Context: an optimization exercise on an open-source flow, tuned for small area, a short achievable clock period and few clock cycles. The choices shown serve that exercise and are no tape-out recipe. Power figures rest on the tool's default switching activity, not on a simulated workload.

// kcpsmx
module kcpsmx(
    output logic [PORT_DEPTH-1:0]   port_id,         
    output logic                    write_strobe,    
    output logic [PORT_WIDTH-1:0]   out_port,        
    output logic                    read_strobe,     
    input        [PORT_WIDTH-1:0]   in_port,         
    input                           interrupt,       
    output logic                    interrupt_ack,   
    input                           reset,           
    input                           clk,             
    output logic [CODE_DEPTH-1:0]   address,         
    input        [CODE_WIDTH-1:0]   instruction      
);
assign interrupt_ack = 1'b0;
logic [9:0]  pc;
logic [17:0] ir;
logic        stall;              
logic        byx, byy;           
logic [15:0] selx, sely;         
logic [15:0][7:0] rf;            
logic [63:0][7:0] spr;           
logic [31:0][9:0] stk;           
logic [4:0]  sp;                 
logic [3:0]  sp_hi;              
logic [7:0]  sp_lo;
logic        carry, zero;
logic [7:0]  e_a, e_bx;          
logic [7:0]  e_shi, e_slo;       
logic        e_store;
logic        e_fa, e_fb;         
logic        e_far, e_faf;       
logic        e_fetch;
logic [3:0]  e_dst;
logic        e_regwrite, e_flagwrite;
logic        e_input, e_output, e_reti;
logic        e_sub;
logic [1:0]  e_cin;              
logic        e_sel_add, e_sel_and, e_sel_or, e_sel_xor, e_sel_sh, e_sel_b;
logic        e_test;
logic        e_sdir;
  ...
Size: ~2900 cells after synthesis, ~58 I/O pins, about 45000 um2 of cells after synthesis.
clock: 6.0 ns
lec_check: 0
abc_clock_period_in_ps: 2200
cap_margin: 20
core_margin: 2
core_utilization: 75
cts_buf_list: sky130_fd_sc_hd__clkbuf_8
setup_slack_margin: 3.5
slew_margin: 20
tns_end_percent: 30
run.sh (not shown) runs the stock make flow with config.mk's settings and CLKGATE_MAP_FILE= SYNTH_SCRIPT=/design/flow/synth_recipe.tcl, a recipe that flattens the netlist after the stock synthesis.
==> next run, changes <==
--- a/flow/design.v
+++ b/flow/design.v
@@ -124,12 +124,13 @@
 logic [31:0][9:0] stk;           
 logic [4:0]  sp;                 
 logic [3:0]  sp_hi;              
 logic [7:0]  sp_lo;
 logic        carry, zero;
 logic [7:0]  e_a, e_bx;          
+logic [7:0]  e_sd;               
 logic [7:0]  e_shi, e_slo;       
 logic        e_store;
 logic        e_fa, e_fb;         
 logic        e_far, e_faf;       
 logic        e_fetch;
 logic [3:0]  e_dst;
@@ -139,15 +140,12 @@
 logic [1:0]  e_cin;              
 logic        e_sel_add, e_sel_and, e_sel_or, e_sel_xor, e_sel_sh, e_sel_b;
 logic        e_test;
 logic        e_sdir;
 logic [1:0]  e_sop;
 logic        e_sconst;
-logic [9:0]  e_pushdata;
-logic [3:0]  e_phi;              
-logic [7:0]  e_plo;
 logic [7:0]  res;
 logic [3:0]  w_dst;
 logic        w_regwrite, w_input, w_flagwrite, w_fetch;
 logic [7:0]  fres;               
 function automatic logic [4:0] uses(input logic [17:0] i);
     logic [4:0] o;
@@ -191,12 +189,18 @@
 wire d_jmp  = (d_jump | d_call) & cond_ok;
 wire d_retk = (d_ret & cond_ok) | d_reti;
 wire d_push = d_call & cond_ok;
 wire [9:0] pc_inc = pc + 10'd1;
 wire [4:0] sp_inc = sp + 5'd1;
 wire [4:0] sp_nxt = stall ? sp : d_push ? sp_inc : d_retk ? sp - 5'd1 : sp;
+wire [7:0] push_lo = {sp_lo[6:0], sp_lo[7]};
+wire [3:0] push_hi = sp_lo[7] ? {sp_hi[2:0], sp_hi[3]} : sp_hi;
+always_ff @(posedge clk) begin
+    for (int k = 0; k < 32; k++)
+        if (d_push && push_hi[k / 8] && push_lo[k % 8]) stk[k] <= pc_inc;
+end
 logic [9:0] tos;
 always_comb begin
     logic [9:0] grp;
     tos = 10'd0;
     for (int g = 0; g < 4; g++) begin
         grp = 10'd0;
@@ -258,12 +262,13 @@
         end
     end
 end
 always_ff @(posedge clk) begin
     e_a   <= xv;
     e_bx  <= (ir[12] ? yv : ir[7:0]) ^ {8{d_sub | d_subcy | d_cmp}};
+    if (d_store) e_sd <= xv;
     for (int k = 0; k < 8; k++) begin
         e_slo[k] <= (d_saddr[2:0] == k);
         e_shi[k] <= (d_saddr[5:3] == k);
     end
     e_dst <= xa;
     e_fa  <= e_regwrite & (e_dst == xa);
@@ -280,29 +285,25 @@
     e_sel_b   <= d_load;
     e_fetch   <= d_fetch;
     e_test    <= d_test;
     e_sdir    <= ir[3];
     e_sop     <= ir[2:1];
     e_sconst  <= ir[0];
-    e_pushdata <= pc_inc;        
-    for (int k = 0; k < 8; k++) e_plo[k] <= (sp_inc[2:0] == k);
     if (reset || stall) begin
         e_regwrite  <= 1'b0;
         e_flagwrite <= 1'b0;
         e_input     <= 1'b0;
         e_output    <= 1'b0;
         e_reti      <= 1'b0;
-        e_phi       <= 4'd0;
         e_store     <= 1'b0;
     end else begin
         e_regwrite  <= d_regwrite;
         e_flagwrite <= d_flagwrite;
         e_input     <= d_input;
         e_output    <= d_output;
         e_reti      <= d_reti;
-        for (int k = 0; k < 4; k++) e_phi[k] <= d_push & (sp_inc[4:3] == k);
         e_store     <= d_store;
     end
 end
 wire [7:0] a  = ({8{e_far}} & res) | ({8{e_faf}} & fres) | ({8{~e_fa}} & e_a);
 wire [7:0] bx = e_fb ? (res ^ {8{e_sub}}) : e_bx;
 wire [7:0] b  = bx;              
@@ -342,15 +343,13 @@
              (e_sel_and & ~|andv)      |
              (e_sel_or  & ~|orv)       |
              (e_sel_xor & ~|xorv)      |
              (e_sel_sh  & ~|shres);
 always_ff @(posedge clk) begin
     for (int k = 0; k < 64; k++)
-        if (e_store && e_shi[k / 8] && e_slo[k % 8]) spr[k] <= e_a;      
-    for (int k = 0; k < 32; k++)
-        if (e_phi[k / 8] && e_plo[k % 8]) stk[k] <= e_pushdata;
+        if (e_store && e_shi[k / 8] && e_slo[k % 8]) spr[k] <= e_sd;
 end
 always_ff @(posedge clk) begin
     res      <= result;
     fres     <= scr;
     w_dst    <= e_dst;
     port_id  <= e_bx;
Result: The new run finished clean; routed wire length shrinks by 5.0%; synthesized cell count does not change; final cell count went down by 0.66%; fmax drops by 1.7%; design area falls by 1.1%; sequential power shrinks by 2.4%; utilization went down by 0.78 points; die area goes down by 0.40%; first-iteration DRC count falls by 5.0%; critical path depth rises by 1; combinational power fell by about 9%; sequential share of layout area is higher by 0.30 points; area after synthesis decreases by 0.40%.
No functional check of the RTL was part of any run of this note.

==> re-timing with driven ports <==
Ports are ideal in the flow. The routed layouts listed here were re-timed in OpenROAD. Step 1: set_driving_cell puts a clkbuf_16 on clk and a buf_2 on each other input, an assumption about the parent block. Step 2, shift: input delay + t, output delay - t, t = (earliest + latest rising clock arrival at the registers) / 2. This alone moves slack from input paths to output paths. a / b / c = ideal / step 1 / step 2; a / b = the first two.
| run | t, ns | slack for setup (ns) | hold WS [ns] | clock arrival spread, ns |
|---|---|---|---|---|
| the first run | 0.899 | 3.464 / 3.400 / 2.758 | 0.372 / 0.372 / 0.372 | 0.042 / 0.042 |
| the second run | 0.889 | 3.420 / 3.395 / 2.917 | 0.377 / 0.377 / 0.377 | 0.078 / 0.079 |
After both steps every run listed still meets setup and hold. The setup slack of the first run, which loses most, moves by -0.064 ns with the drivers and by -0.706 ns with both steps.
